This is an optimization exercise on Yosys and OpenROAD, whose aim is a short achievable clock period and few clock cycles, not a production implementation.
No functional check of the RTL was part of this run.
Power figures rest on the tool's default switching activity, not on a simulated workload.

===== flow/run.sh =====
#!/bin/bash
# Standard ORFS flow, but with repair_timing aiming well below the target
# period (larger setup margin); everything else as the standard.sh.
set -euo pipefail
sed -e 's/SETUP_SLACK_MARGIN=[^ ]*/SETUP_SLACK_MARGIN=9/' standard.sh > my_standard.sh
bash my_standard.sh > flow_make.log 2>&1

===== standard.sh =====
#!/bin/bash
# synth_recipe.tcl (not shown) runs the flow's synth.tcl, then flattens the netlist and writes it again
# the make line also repeats each setting of config.mk as NAME=value (left out here)
make -C /OpenROAD-flow-scripts/flow DESIGN_CONFIG=/design/flow/config.mk WORK_HOME=/design/flow/orfs CLKGATE_MAP_FILE= SYNTH_SCRIPT=/design/flow/synth_recipe.tcl "${@:-finish}"

===== config.mk =====
export PLATFORM = sky130hd
export DESIGN_NAME = cpu
export DESIGN_NICKNAME = cpu
export VERILOG_FILES = /design/flow/design.v
export SDC_FILE = /design/flow/constraint.sdc
export NUM_CORES = 8
export LEC_CHECK = 0
export CAP_MARGIN = 30
export CORE_MARGIN = 2
export CORE_UTILIZATION = 40
export SETUP_SLACK_MARGIN = 4
export SLEW_MARGIN = 40

===== constraint.sdc =====
create_clock -name core_clock -period 11.5 [get_ports {clk}]
set_input_delay 2.3000 -clock core_clock [delete_from_list [all_inputs] [get_ports {clk}]]
set_output_delay 2.3000 -clock core_clock [all_outputs]
set_load 0.01 [all_outputs]

===== design.v =====
module control ( input [31:0] idata,     
                 output lui, output auipc, output jal, output jalr, output br,
                 output ld, output st, output opi, output op,
                 output wen,             
                 output usea,            
                 output useb,            
                 output useimm,          
                 output sub,             
                 output sra,             
                 output [2:0] f3,
                 output [4:0] rs1, output [4:0] rs2, output [4:0] rd
               );
    wire [6:0] opc = idata[6:0];
    assign f3  = idata[14:12];
    assign rs1 = idata[19:15];
    assign rs2 = idata[24:20];
    assign rd  = idata[11:7];
    assign lui   = opc == 7'b0110111;
    assign auipc = opc == 7'b0010111;
    assign jal   = opc == 7'b1101111;
    assign jalr  = opc == 7'b1100111;
    assign br    = opc == 7'b1100011 && f3[2:1] != 2'b01;
    assign ld    = opc == 7'b0000011;
    assign st    = opc == 7'b0100011;
    assign opi   = opc == 7'b0010011;
    assign op    = opc == 7'b0110011;
    assign wen    = (lui | auipc | jal | jalr | ld | opi | op) && rd != 5'd0;
    assign usea   = ~(lui | auipc | jal);
    assign useb   = op | br | st;
    assign useimm = ~op;
    assign sub    = op && f3 == 3'd0 && idata[30];
    assign sra    = (op | opi) && f3 == 3'd5 && idata[30];
endmodule
module imm_gen ( input [31:0] idata,      
                 output [31:0] imm,
                 output [31:0] timm
               );
    wire [6:0] opc = idata[6:0];
    wire [31:0] i_imm = {{20{idata[31]}}, idata[31:20]};
    wire [31:0] s_imm = {{20{idata[31]}}, idata[31:25], idata[11:7]};
    wire [31:0] u_imm = {idata[31:12], 12'd0};
    wire [31:0] b_imm = {{20{idata[31]}}, idata[7], idata[30:25], idata[11:8], 1'b0};
    wire [31:0] j_imm = {{12{idata[31]}}, idata[19:12], idata[20], idata[30:21], 1'b0};
    assign imm  = (opc == 7'b0100011) ? s_imm :
                  (opc[4:2] == 3'b101) ? u_imm : i_imm;
    assign timm = (opc[3:2] == 2'b11) ? j_imm :
                  (opc[4:2] == 3'b101) ? u_imm : b_imm;
endmodule
module fslot ( input [31:0] inst,
               input [31:0] pc,
               input [31:0] a,           
               input [31:0] b,           
               output lui, output auipc, output jal, output jalr, output br,
               output ld, output st,
               output wen,               
               output usea, output useb,
               output [4:0] rd,
               output [2:0] f3,
               output taken,             
               output [31:0] asum,       
               output [31:0] tgt,        
               output [31:0] pc4,
               output sel_sum,           
               output [31:0] ea, output [31:0] eb, output ecin,
               output [31:0] cval,       
               output [3:0] smask,       
               output [31:0] sdata       
             );
    wire opi, op, useimm, sub, sra;
    wire [4:0] rs1, rs2;
    wire [31:0] imm, timm;
    control dec (
        .idata(inst),
        .lui(lui), .auipc(auipc), .jal(jal), .jalr(jalr), .br(br),
        .ld(ld), .st(st), .opi(opi), .op(op),
        .wen(wen), .usea(usea), .useb(useb), .useimm(useimm),
        .sub(sub), .sra(sra), .f3(f3), .rs1(rs1), .rs2(rs2), .rd(rd)
    );
    imm_gen ig (.idata(inst), .imm(imm), .timm(timm));
    assign asum = a + imm;
    assign tgt  = pc + timm;
    assign pc4  = pc + 32'd4;
    wire beq, blt, bltu;
    cmp32 bc (.a(a), .b(b), .eq(beq), .lt(blt), .ltu(bltu));
    assign taken = f3[2] ? ((f3[1] ? bltu : blt) ^ f3[0]) : (beq ^ f3[0]);
    wire [31:0] bb = useimm ? imm : b;
    wire seq_, slt, sltu;
    cmp32 sc (.a(a), .b(bb), .eq(seq_), .lt(slt), .ltu(sltu));
    wire [4:0]  sh  = bb[4:0];
    wire [31:0] sll = a << sh;
    wire [63:0] sre = {{32{sra & a[31]}}, a} >> sh;
    reg  [31:0] aluv;
    always @(*) begin
        case (f3)
            3'd1: aluv = sll;
            3'd2: aluv = {31'd0, slt};
            3'd3: aluv = {31'd0, sltu};
            3'd4: aluv = a ^ bb;
            3'd5: aluv = sre[31:0];
            3'd6: aluv = a | bb;
            default: aluv = a & bb;
        endcase
    end
    assign sel_sum = (op | opi) && f3 == 3'd0;
    assign ea   = a;
    assign eb   = sub ? ~b : bb;
    assign ecin = sub;
    assign cval = (op | opi) ? aluv :
                  lui ? imm :
                  auipc ? tgt : pc4;
    assign smask = (f3 == 3'd0) ? (4'b0001 << asum[1:0]) :
                   (f3 == 3'd1) ? ((asum[1:0] == 2'd0) ? 4'b0011 :
                                   (asum[1:0] == 2'd2) ? 4'b1100 : 4'b0000) :
                   (f3 == 3'd2) ? ((asum[1:0] == 2'd0) ? 4'b1111 : 4'b0000) :
                   4'b0000;
    assign sdata = (f3[1:0] == 2'd0) ? {4{b[7:0]}} :
                   (f3[1:0] == 2'd1) ? {2{b[15:0]}} : b;
endmodule
module cmp32 ( input [31:0] a,
               input [31:0] b,
               output eq,
               output lt,      
               output ltu      
             );
    wire [31:0] g0 = a & ~b;
    wire [31:0] e0 = ~(a ^ b);
    wire [15:0] g1, e1;
    wire [7:0]  g2, e2;
    wire [3:0]  g3, e3;
    wire [1:0]  g4, e4;
    genvar i;
    generate
        for (i = 0; i < 16; i = i + 1) begin : l1
            if (i == 15) begin : top
                assign g1[i] = g0[30];
                assign e1[i] = e0[30];
            end else begin : mid
                assign g1[i] = g0[2*i+1] | (e0[2*i+1] & g0[2*i]);
                assign e1[i] = e0[2*i+1] & e0[2*i];
            end
        end
        for (i = 0; i < 8; i = i + 1) begin : l2
            assign g2[i] = g1[2*i+1] | (e1[2*i+1] & g1[2*i]);
            assign e2[i] = e1[2*i+1] & e1[2*i];
        end
        for (i = 0; i < 4; i = i + 1) begin : l3
            assign g3[i] = g2[2*i+1] | (e2[2*i+1] & g2[2*i]);
            assign e3[i] = e2[2*i+1] & e2[2*i];
        end
        for (i = 0; i < 2; i = i + 1) begin : l4
            assign g4[i] = g3[2*i+1] | (e3[2*i+1] & g3[2*i]);
            assign e4[i] = e3[2*i+1] & e3[2*i];
        end
    endgenerate
    wire glo  = g4[1] | (e4[1] & g4[0]);     
    wire elo  = e4[1] & e4[0];               
    wire ltlo = ~glo & ~elo;                 
    wire d31  = a[31] ^ b[31];
    assign eq  = elo & ~d31;
    assign ltu = d31 ? b[31] : ltlo;
    assign lt  = d31 ? a[31] : ltlo;
endmodule
module ldalign ( input [2:0] f3,
                 input [1:0] lo,
                 input [31:0] d,
                 output reg [31:0] v
               );
    always @(*) begin
        case (f3)
            3'd0: case (lo)
                    2'd0: v = {{24{d[7]}},  d[7:0]};
                    2'd1: v = {{24{d[15]}}, d[15:8]};
                    2'd2: v = {{24{d[23]}}, d[23:16]};
                    default: v = {{24{d[31]}}, d[31:24]};
                  endcase
            3'd1: case (lo)
                    2'd0: v = {{16{d[15]}}, d[15:0]};
                    2'd2: v = {{16{d[31]}}, d[31:16]};
                    default: v = 32'd0;
                  endcase
            3'd2: v = d;
            3'd4: case (lo)
                    2'd0: v = {24'd0, d[7:0]};
                    2'd1: v = {24'd0, d[15:8]};
                    2'd2: v = {24'd0, d[23:16]};
                    default: v = {24'd0, d[31:24]};
                  endcase
            3'd5: case (lo)
                    2'd0: v = {16'd0, d[15:0]};
                    2'd2: v = {16'd0, d[31:16]};
                    default: v = 32'd0;
                  endcase
            default: v = 32'd0;
        endcase
    end
endmodule
module regfile ( input [4:0] rs1,      
                 input [4:0] rs2,      
                 input [4:0] rd,       
                 input we,             
                 input clk,            
                 input reset,          
                 input [31:0] wdata,   
                 output [31:0] r1,     
                 output [31:0] r2      
               );
    reg [31:0] regs [0:31];
    integer i;
    always @(posedge clk) begin
        for (i = 1; i < 32; i = i + 1)
            if (reset)
                regs[i] <= 32'd0;
            else if (we && rd == i)
                regs[i] <= wdata;
    end
    wire [31:0] rv [0:31];
    genvar g;
    generate
        for (g = 0; g < 32; g = g + 1) begin : rdv
            if (g == 0) assign rv[g] = 32'd0;
            else assign rv[g] = regs[g];
        end
    endgenerate
    assign r1 = rv[rs1];
    assign r2 = rv[rs2];
endmodule
module cpu ( input clk,              
             input reset,            
             output [31:0] iaddr,    
             input [31:0] idata,     
             output [31:0] daddr,    
             input [31:0] drdata,    
             output [31:0] dwdata,   
             output [3:0] dwe        
           );
    reg         e_redir;            
    reg         e_jalr;
    reg  [31:0] e_pc4, e_tgt, e_jt;
    wire [31:0] pc = e_jalr ? e_jt : e_redir ? e_tgt : e_pc4;
    assign iaddr = pc;
    reg         e_wen, e_sum, e_ld, e_cin;
    reg  [4:0]  e_rd;
    reg  [31:0] e_a, e_b, e_c;
    reg  [31:0] e_addr, e_sdata;
    reg  [3:0]  e_mask;
    reg  [2:0]  e_lf3;
    reg         w_wen;
    reg  [4:0]  w_rd;
    reg  [31:0] w_res;
    wire [4:0] rs1 = idata[19:15];
    wire [4:0] rs2 = idata[24:20];
    wire [31:0] rf_r1, rf_r2;
    regfile rf (
        .clk(clk), .reset(reset),
        .rs1(rs1), .rs2(rs2),
        .rd(w_rd), .we(w_wen), .wdata(w_res),
        .r1(rf_r1), .r2(rf_r2)
    );
    wire [31:0] e_res;
    wire [31:0] ra = (w_wen && w_rd == rs1) ? w_res : rf_r1;
    wire [31:0] rb = (w_wen && w_rd == rs2) ? w_res : rf_r2;
    wire [31:0] opa = (e_wen && e_rd == rs1) ? e_res : ra;
    wire [31:0] opb = (e_wen && e_rd == rs2) ? e_res : rb;
    wire        f_lui, f_auipc, f_jal, f_jalr, f_br, f_ld, f_st, f_wen;
    wire        f_usea, f_useb, f_taken, f_sum, f_cin;
    wire [4:0]  f_rd;
    wire [2:0]  f_f3;
    wire [31:0] f_asum, f_tgt, f_pc4, f_ea, f_eb, f_cval, f_sdata;
    wire [3:0]  f_smask;
    fslot fs (
        .inst(idata), .pc(pc), .a(opa), .b(opb),
        .lui(f_lui), .auipc(f_auipc), .jal(f_jal), .jalr(f_jalr), .br(f_br),
        .ld(f_ld), .st(f_st), .wen(f_wen), .usea(f_usea), .useb(f_useb),
        .rd(f_rd), .f3(f_f3), .taken(f_taken),
        .asum(f_asum), .tgt(f_tgt), .pc4(f_pc4),
        .sel_sum(f_sum), .ea(f_ea), .eb(f_eb), .ecin(f_cin), .cval(f_cval),
        .smask(f_smask), .sdata(f_sdata)
    );
    always @(posedge clk) begin
        if (reset) begin
            e_redir <= 1'b0;
            e_jalr <= 1'b0;
            e_pc4 <= 32'd0;
            e_wen <= 1'b0;
            e_mask <= 4'd0;
            w_wen <= 1'b0;
        end else begin
            e_redir <= f_jal | (f_br & f_taken);
            e_jalr <= f_jalr;
            e_pc4 <= f_pc4;
            e_wen <= f_wen;
            e_mask <= f_st ? f_smask : 4'd0;
            w_wen <= e_wen;
        end
        e_tgt <= f_tgt;
        e_jt <= {f_asum[31:1], 1'b0};
        e_rd <= f_rd;
        e_sum <= f_sum;
        e_ld <= f_ld;
        e_a <= f_ea;
        e_b <= f_eb;
        e_cin <= f_cin;
        e_c <= f_cval;
        e_addr <= f_asum;
        e_sdata <= f_sdata;
        e_lf3 <= f_f3;
        w_rd <= e_rd;
        w_res <= e_res;
    end
    wire [31:0] ldv;
    ldalign la (.f3(e_lf3), .lo(e_addr[1:0]), .d(drdata), .v(ldv));
    wire [31:0] sum = e_a + e_b + {31'd0, e_cin};
    assign e_res = e_sum ? sum : e_ld ? ldv : e_c;
    assign daddr  = e_addr;
    assign dwdata = e_sdata;
    assign dwe    = {4{~reset}} & e_mask;
endmodule

==> notes.md <==
-- through the flow --
step | util | hold slack [ns] | worst slack [ns] | power (mW) | area [um2]
after global placement | 0.457 | 0.394 | 2.54 | 5.63 | 82400
after detailed placement | 0.462 | 0.393 | 2.53 | 5.64 | 83400
after floorplan | - | 0.373 | 4.68 | 5.26 | 82300
after CTS | 0.619 | 0.413 | 4.88 | 11.5 | 112000
-- worst min path at each step --
stage / endpoint / slack [ns] / from
CTS: w_rd[4]$_DFF_P_ / 0.41 / e_rd[4]$_DFF_P_
global placement: w_rd[1]$_DFF_P_ / 0.39 / e_rd[1]$_DFF_P_
detailed placement: w_rd[1]$_DFF_P_ / 0.39 / e_rd[1]$_DFF_P_
floorplan: w_rd[3]$_DFF_P_ / 0.37 / e_rd[3]$_DFF_P_
-- power by group through the flow --
stage / clock [mW] / combinational, mW / sequential, mW
detailed placement: 0 / 1.05 / 4.60
floorplan: 0 / 0.697 / 4.57
global placement: 0 / 1.03 / 4.59
CTS: 5.21 / 1.75 / 4.50
-- metal layers --
layer	global-route usage	overflow
met2	0.765	1
met1	0.735	0
met5	0.145	0
met3	0.450	0
met4	0.472	0
-- cells in the mapped netlist (33+ instances only) --
cell       instances  area share
nor2_1           394       0.020
nand2_1         2426        0.13
dfxtp_1         1272        0.35
nor2b_1           43      0.0037
a211oi_1         104       0.011
inv_1            159      0.0082
mux2_2            33      0.0051
nand4_1          149       0.013
nand2b_1          44      0.0038
and3_1           249       0.021
o22ai_1           33      0.0028
or3_1             35      0.0030
nand3_1          166       0.011
a21o_1            99       0.010
buf_2            102      0.0070
clkbuf_1         677       0.035
nor3_1           107      0.0074
xnor2_1           74      0.0089
ha_1             218       0.038
a22oi_1          680       0.070
o211ai_1          40      0.0041
a221oi_1          67      0.0081
buf_1             60      0.0031
a31oi_1           43      0.0037
a22o_1            67      0.0081
o21a_1            46      0.0048
nor4_1            47      0.0041
a21oi_1         1282       0.089
a2111oi_0         76      0.0092
mux2i_1          123       0.017
xor2_1            43      0.0052
o21ai_0          227       0.016
-- timing repair --
| item | CTS |
|---|---|
| cloned | 195 |
| setup buffers | 936 |
| endpoints found under the setup margin | 1339 |
| resized for setup | 2827 |
| pin swaps | 539 |
-- cells by family after synthesis --
logic type                 count (synthesis)  share of synthesized area
xor gates and xnor gates                 117                     0.0141
AOI/OAI and AO/OA                       3076                      0.278
DFF                                     1272                      0.351
buffers and inverters                   1057                     0.0594
and+or+nand+nor                         3852                      0.235
adders and majority gates                222                     0.0387
muxes                                    161                     0.0233
==> notes.md <==
Outcome
The flow halted during global routing. The run stopped with a tool error. The first error in the log reads "[ERROR GRT-0232] Routing congestion too high. Check the congestion heatmap in the GUI".

GRT
The aggregate global routing overflow is 1. Entering global routing, the biggest net connects 57 pins. For this run, the total global-route usage over all layers was measured as 0.631.

Die
The effective utilization at floorplan is 0.402. The die extent in x is ~430 um. In this run the core area contains 156 standard-cell rows.

166 I/O pins were placed. The y dimension of the die is 430 um.

Synth
The synthesis-stage register bit count is ~1300. In this run the cell area of the synthesized design comes to 72500 um2. The total nets after synthesis is between 10000 and 15000. In the synthesized netlist, the number of instances is between 9000 and 10000. The count of different cell masters after synthesis is around 120. The fraction of registers with async set/reset is 0.

The proportion of synthesized chip area in sequential cells is 0.351. For this run, the leading register cell type out of synthesis is dfxtp_1. In this run, synthesis inferred 0 flip-flops with an integrated enable. The mean cell area of the mapped netlist is 7.43 um2. The total number of yosys warnings is 5.

Clock network
The clock root buffer is clkbuf_16. The sink count of the clock tree is roughly 1300. The H-tree level count is 4. Buffers inserted during clock tree synthesis total roughly 150. The count of hold-fix buffers inserted at cts is 0. The clock passes through at most 3 buffers.

Placement
The placer congestion estimate is between 1 and 1.5. The placed instance count is approximately 12000. The port buffer count is approximately 170. After legalization and detailed placement, the total HPWL measured approximately 350000 um.
